This is an optimization exercise on Yosys and OpenROAD, whose aim is small area and few clock cycles, not a production implementation. Only simulation tests tie the RTL to the original design; equivalence was not proved. The flow treats the clock pin as an ideal source. Dropping or thinning the clock tree relies on that and would not hold on a real chip. No activity file was given, so power comes from the tool's default toggle rates.

Setup of exp/maple:
## frontend
module frontend (
    input  logic        clk,
    input  logic        reset,
    input  logic        redirect_valid,
    input  logic [31:0] redirect_pc,
    output logic [8:0]  icache_addr,
    input  logic [31:0] icache_rdata,
    output logic        valid_out,
    input  logic        ready_out,
    output logic [31:0] pc_out,
    output logic [4:0]  rs1,
    output logic [4:0]  rs2,
    output logic [4:0]  rd,
    output logic [31:0] imm,
    output logic        ALUSrc,
    output logic [2:0]  ALUOp,
    output logic        branch,
    output logic        jump,
    output logic        MemRead,
    output logic        MemWrite,
    output logic        RegWrite,
    output logic        MemToReg
);
    Fetch u_fetch (
        .clk           (clk),
        .reset         (reset),
        .redirect_valid(redirect_valid),
        .redirect_pc   (redirect_pc),
        .advance       (ready_out),
        .pc_o          (pc_out)
    );
    assign icache_addr = pc_out[10:2];
    assign valid_out   = !reset;
    decode u_decode (
        .inst    (icache_rdata),
  ...
Size: about 190 cells after synthesis, ~30 flip-flops, about 1900 sq um of cells after synthesis.
clock: 4.0 ns
lec_check: 0
cap_margin: 20
core_margin: 2
core_utilization: 40
slew_margin: 20
synth_hierarchical: 1
standard.sh (not shown) runs the stock make flow with config.mk's settings and CLKGATE_MAP_FILE= SYNTH_SCRIPT=/design/flow/synth_recipe.tcl, a recipe that flattens the netlist after the stock synthesis.
==> flow/flow/run.sh <==
#!/bin/bash
# Standard ORFS layout with three changes:
#  - synthesis maps the logic with ABC script flow/abc_deep.script (deepsyn
#    restructuring, then area-aware mapping) in place of ORFS's
#    abc_speed.script; everything else in synthesis is the standard
#    synthesis (synth_recipe.tcl), so the registers are the same;
#  - the port buffers are the smallest buffer (buf_1) instead of the cell
#    buffer_ports picks on its own;
#  - the clock tree is built from clkbuf_4, without dummy loads (the design
#    has only 30 flip-flops).
# Each step's full log is in orfs/logs/; this script's own output goes to
# synth.log and standard.log.
set -euo pipefail
here=$(pwd)

# private copy of the ORFS scripts, used for synthesis only
rm -rf "$here/synth_scripts"
cp -r "$FLOW_HOME/scripts" "$here/synth_scripts"
cp "$here/flow/abc_deep.script" "$here/synth_scripts/abc_speed.script"
SCRIPTS_DIR="$here/synth_scripts" bash standard.sh synth > synth.log 2>&1

export BUFFER_PORTS_ARGS="-buffer_cell sky130_fd_sc_hd__buf_1"
export CTS_ARGS="-sink_clustering_enable -repair_clock_nets -dont_use_dummy_load -buf_list sky130_fd_sc_hd__clkbuf_4 -root_buf sky130_fd_sc_hd__clkbuf_4"
bash standard.sh > standard.log 2>&1
==> flow/flow/abc_deep.script <==
strash
&get -n
&deepsyn -T 3
&dch
&nf
&put
topo
stime -c
exp/maple: done, clean on timing, DRC and antenna
Testbench counts of exp/maple, summed over its fixed seeds: cycles 30,511.
The inputs of exp/yarrow differ from those of exp/maple as listed below.
==> flow/flow/run.sh <==
#!/bin/bash
# Standard ORFS layout with two changes:
#  - the port buffers are the smallest buffer (buf_1) instead of the cell
#    buffer_ports picks on its own;
#  - the clock tree is built from clkbuf_4, without
#    dummy loads (the design has only 30 flip-flops).
set -euo pipefail
export BUFFER_PORTS_ARGS="-buffer_cell sky130_fd_sc_hd__buf_1"
export CTS_ARGS="-sink_clustering_enable -repair_clock_nets -dont_use_dummy_load -buf_list sky130_fd_sc_hd__clkbuf_4 -root_buf sky130_fd_sc_hd__clkbuf_4"
bash standard.sh > standard.log 2>&1
removed: flow/flow/abc_deep.script
--- outcome ---
No stage failed in exp/yarrow, and the final checks on the layout all came back clean.
Run comparison: exp/yarrow first element of the critical path ready_out; exp/maple first element of the critical path icache_rdata[3]
The worst setup slack of exp/yarrow is higher than that of exp/maple.
Looking at post-layout utilization of the core, exp/yarrow sits below exp/maple.
exp/yarrow against exp/maple: per-instance average area after synthesis shows a reduction of 2.4%; share of the clock period used by the worst path after layout fell 3.6 points.
Number of nets in the layout on exp/yarrow is up relative to exp/maple.
Input-level comparison between exp/harbor and exp/yarrow:
Settings: SLEW_MARGIN: 20 -> 0; CAP_MARGIN: 20 -> 0.
Notes after the runs:
- exp/yarrow → exp/harbor: clock period minus worst slack shows a reduction of 0.0063 ns, post-DP HPWL saw little to no change, vias per cell increased 0.64%, final worst slack moved up.
- exp/harbor and exp/yarrow ended up with roughly the same clock-buffer cell count.

frontend, a different RTL version from the one above (not shown whole).
For scale: ~200 cells after synthesis, about 30 flip-flops, ~170 I/O pins, roughly 0.0019 sq mm of cells after synthesis.
export LEC_CHECK = 0
export CAP_MARGIN = 0
export CORE_MARGIN = 2
export CORE_UTILIZATION = 60
export SLEW_MARGIN = 0
export SYNTH_HIERARCHICAL = 1
create_clock -name core_clock -period 4.0 [get_ports {clk}]
==> flow/flow/run.sh <==
#!/bin/bash
# Standard ORFS layout with four changes:
#  - synthesis maps the logic with ABC script flow/abc_deep.script (deepsyn
#    restructuring, then area-aware mapping) in place of ORFS's
#    abc_speed.script; everything else in synthesis is the standard
#    synthesis (synth_recipe.tcl), so the registers are the same;
#  - the port buffers are the smallest buffer (buf_1) instead of the cell
#    buffer_ports picks on its own;
#  - the clock is distributed by a single clkbuf_16 (flow/clock_buffer.tcl)
#    instead of TritonCTS's H-tree: the design has only 30 flip-flops.
# The ORFS scripts are used from a private copy with those two scripts
# changed. Each step's full log is in orfs/logs/; this script's own output
# goes to standard.log.
set -euo pipefail
here=$(pwd)

rm -rf "$here/scripts"
cp -r "$FLOW_HOME/scripts" "$here/scripts"
cp "$here/flow/abc_deep.script" "$here/scripts/abc_speed.script"
sed -i "s|^log_cmd clock_tree_synthesis .*|source $here/flow/clock_buffer.tcl|" "$here/scripts/cts.tcl"
grep -q "clock_buffer.tcl" "$here/scripts/cts.tcl"

export SCRIPTS_DIR="$here/scripts"
export BUFFER_PORTS_ARGS="-buffer_cell sky130_fd_sc_hd__buf_1"
bash standard.sh > standard.log 2>&1
==> flow/flow/abc_deep.script <==
strash
&get -n
&deepsyn -T 3
&dch
&nf -R 1000
&put
topo
stime -c
==> flow/flow/clock_buffer.tcl <==
# Clock "tree" for a design with a few dozen flip-flops: one clkbuf_16 at the
# centre of the flip-flops drives every clock pin; the clock port drives only
# that buffer. Sourced by cts.tcl in place of clock_tree_synthesis.
set block [ord::get_db_block]
set sx 0.0
set sy 0.0
set n 0
foreach inst [$block getInsts] {
  if { [[$inst getMaster] isSequential] } {
    set bb [$inst getBBox]
    set sx [expr { $sx + ([$bb xMin] + [$bb xMax]) / 2.0 }]
    set sy [expr { $sy + ([$bb yMin] + [$bb yMax]) / 2.0 }]
    incr n
  }
}
set dbu [$block getDbUnitsPerMicron]
set x [expr { $sx / $n / $dbu }]
set y [expr { $sy / $n / $dbu }]
puts "clock_buffer: $n flip-flops, buffer at ($x, $y) um"
set clk_port [get_full_name [get_property [lindex [all_clocks] 0] sources]]
set clk_net [[$block findBTerm $clk_port] getNet]
insert_buffer -buffer_cell sky130_fd_sc_hd__clkbuf_16 -net [$clk_net getName] \
  -location [list $x $y] -buffer_name clkbuf_root -net_name clknet_root
# mark the port's net and the buffer's output net as clock nets
set clk_net [[$block findBTerm $clk_port] getNet]
$clk_net setSigType CLOCK
foreach it [$clk_net getITerms] {
  foreach o [[$it getInst] getITerms] {
    if { [$o isOutputSignal] && [$o getNet] ne "NULL" } {
      [$o getNet] setSigType CLOCK
      puts "clock_buffer: [[$it getInst] getName] drives [llength [[$o getNet] getITerms]] pins"
    }
  }
}
set_propagated_clock [all_clocks]
The first run ran to the end with no violations.
Testbench counts at the start, summed over its fixed seeds: cycles 30,511.
Edit:
--- a/flow/flow/run.sh
+++ b/flow/flow/run.sh
@@ -7,5 +7,5 @@
 #  - the port buffers are the smallest buffer (buf_1) instead of the cell
 #    buffer_ports picks on its own;
-#  - the clock is distributed by a single clkbuf_16 (flow/clock_buffer.tcl)
+#  - the clock is distributed by a single clkbuf_8 (flow/clock_buffer.tcl)
 #    instead of TritonCTS's H-tree: the design has only 30 flip-flops.
 # The ORFS scripts are used from a private copy with those two scripts
==> flow/flow/abc_deep.script (replaced) <==
strash
&get -n
&deepsyn -T 3
&dch
&nf
&put
topo
stime -c
==> flow/flow/clock_buffer.tcl (replaced) <==
# Clock "tree" for a design with a few dozen flip-flops: one clkbuf_8 at the
# centre of the flip-flops drives every clock pin; the clock port drives only
# that buffer. Sourced by cts.tcl in place of clock_tree_synthesis.
set block [ord::get_db_block]
set sx 0.0
set sy 0.0
set n 0
foreach inst [$block getInsts] {
  if { [[$inst getMaster] isSequential] } {
    set bb [$inst getBBox]
    set sx [expr { $sx + ([$bb xMin] + [$bb xMax]) / 2.0 }]
    set sy [expr { $sy + ([$bb yMin] + [$bb yMax]) / 2.0 }]
    incr n
  }
}
set dbu [$block getDbUnitsPerMicron]
set x [expr { $sx / $n / $dbu }]
set y [expr { $sy / $n / $dbu }]
puts "clock_buffer: $n flip-flops, buffer at ($x, $y) um"
set clk_port [lindex [get_property [lindex [all_clocks] 0] sources] 0]
set clk_net [get_name [get_nets -of_objects $clk_port]]
insert_buffer -buffer_cell sky130_fd_sc_hd__clkbuf_8 -net $clk_net \
  -location [list $x $y] -buffer_name clkbuf_root -net_name clknet_root
foreach name [list $clk_net clknet_root] {
  [$block findNet $name] setSigType CLOCK
}
set_propagated_clock [all_clocks]
CAP_MARGIN = 20   (was 0)
CORE_UTILIZATION = 40   (was 60)
SLEW_MARGIN = 20   (was 0)
After rerunning:
- The new run failed in clock tree synthesis
- synthesized cell count went down by 1.5%
- synthesized area rose by 0.33%
Edit:
--- a/flow/flow/run.sh
+++ b/flow/flow/run.sh
@@ -7,5 +7,5 @@
 #  - the port buffers are the smallest buffer (buf_1) instead of the cell
 #    buffer_ports picks on its own;
-#  - the clock is distributed by a single clkbuf_8 (flow/clock_buffer.tcl)
+#  - the clock is distributed by a single buf_12 (flow/clock_buffer.tcl)
 #    instead of TritonCTS's H-tree: the design has only 30 flip-flops.
 # The ORFS scripts are used from a private copy with those two scripts
==> flow/flow/clock_buffer.tcl (replaced) <==
# Clock "tree" for a design with a few dozen flip-flops: one buf_12 at the
# centre of the flip-flops drives every clock pin; the clock port drives only
# that buffer. Sourced by cts.tcl in place of clock_tree_synthesis.
set block [ord::get_db_block]
set sx 0.0
set sy 0.0
set n 0
foreach inst [$block getInsts] {
  if { [[$inst getMaster] isSequential] } {
    set bb [$inst getBBox]
    set sx [expr { $sx + ([$bb xMin] + [$bb xMax]) / 2.0 }]
    set sy [expr { $sy + ([$bb yMin] + [$bb yMax]) / 2.0 }]
    incr n
  }
}
set dbu [$block getDbUnitsPerMicron]
set x [expr { $sx / $n / $dbu }]
set y [expr { $sy / $n / $dbu }]
puts "clock_buffer: $n flip-flops, buffer at ($x, $y) um"
set clk_port [get_full_name [get_property [lindex [all_clocks] 0] sources]]
set clk_net [[$block findBTerm $clk_port] getNet]
insert_buffer -buffer_cell sky130_fd_sc_hd__buf_12 -net [$clk_net getName] \
  -location [list $x $y] -buffer_name clkbuf_root -net_name clknet_root
# mark the port's net and the buffer's output net as clock nets
set clk_net [[$block findBTerm $clk_port] getNet]
$clk_net setSigType CLOCK
foreach it [$clk_net getITerms] {
  foreach o [[$it getInst] getITerms] {
    if { [$o isOutputSignal] && [$o getNet] ne "NULL" } {
      [$o getNet] setSigType CLOCK
      puts "clock_buffer: [[$it getInst] getName] drives [llength [[$o getNet] getITerms]] pins"
    }
  }
}
set_propagated_clock [all_clocks]
With this change the flow ran to the end with no violations.
Area after synthesis is unchanged.
Synthesized cell count does not change.
Edit:
CAP_MARGIN = 0   (was 20)
CORE_UTILIZATION = 60   (was 40)
SLEW_MARGIN = 0   (was 20)
After rerunning: Synthesized cell count stays the same; power decreases slightly; design area shrinks slightly; first-iteration DRC count rose by well over a third.
Edit:
--- a/flow/flow/run.sh
+++ b/flow/flow/run.sh
@@ -7,5 +7,5 @@
 #  - the port buffers are the smallest buffer (buf_1) instead of the cell
 #    buffer_ports picks on its own;
-#  - the clock is distributed by a single buf_12 (flow/clock_buffer.tcl)
+#  - the clock is distributed by a single clkbuf_16 (flow/clock_buffer.tcl)
 #    instead of TritonCTS's H-tree: the design has only 30 flip-flops.
 # The ORFS scripts are used from a private copy with those two scripts
--- a/flow/flow/clock_buffer.tcl
+++ b/flow/flow/clock_buffer.tcl
@@ -1,3 +1,3 @@
-# Clock "tree" for a design with a few dozen flip-flops: one buf_12 at the
+# Clock "tree" for a design with a few dozen flip-flops: one clkbuf_16 at the
 # centre of the flip-flops drives every clock pin; the clock port drives only
 # that buffer. Sourced by cts.tcl in place of clock_tree_synthesis.
@@ -20,5 +20,5 @@
 set clk_port [get_full_name [get_property [lindex [all_clocks] 0] sources]]
 set clk_net [[$block findBTerm $clk_port] getNet]
-insert_buffer -buffer_cell sky130_fd_sc_hd__buf_12 -net [$clk_net getName] \
+insert_buffer -buffer_cell sky130_fd_sc_hd__clkbuf_16 -net [$clk_net getName] \
   -location [list $x $y] -buffer_name clkbuf_root -net_name clknet_root
 # mark the port's net and the buffer's output net as clock nets
CORE_UTILIZATION = 75   (was 60)
After rerunning:
- With this change the flow failed in global placement
- synthesized area is unchanged
- synthesized cell count is unchanged
Edit:
CORE_UTILIZATION = 60   (was 75)
With this change the flow went through all stages and came out clean; synthesized area is unchanged; synthesized cell count is unchanged.
In the first, third, fourth and sixth runs of this note the design's own scripts or RTL, not TritonCTS, make the clock network.

## what the ideal ports hide
The flow's constraints put no driver on any port. The routed layouts listed below were extracted and timed again, unchanged, in two steps. Step 1 assumes that a clkbuf_16 drives the clock port and a buf_2 every other input. Step 2 also shifts input and output timing later by t, the mid clock arrival at the registers, as if the neighbouring blocks saw the same clock. Three values: no drivers, after step 1, after step 2; two values: the first two.
run | shift t [ns] | setup slack, ns | worst setup path at the end
exp/maple | 0.329 | 0.630 / 0.611 / 0.481 | input to register
exp/yarrow | 0.337 | 0.772 / 0.773 / 0.436 | input to register
exp/harbor | 0.336 | 0.779 / 0.778 / 0.442 | input to register
the first run of note 2 | 0.195 | 0.322 / 0.303 / 0.303 | input to output
the third run of note 2 | 0.175 | 0.703 / 0.677 / 0.547 | input to register
the fourth run of note 2 | 0.173 | 0.401 / 0.380 / 0.380 | input to output
the sixth run of note 2 | 0.197 | 0.396 / 0.375 / 0.375 | input to output
After both steps setup and hold are still met in every run listed. The setup slack of exp/harbor, which loses most, moves by -0.001 ns with the drivers and by -0.337 ns with both steps.
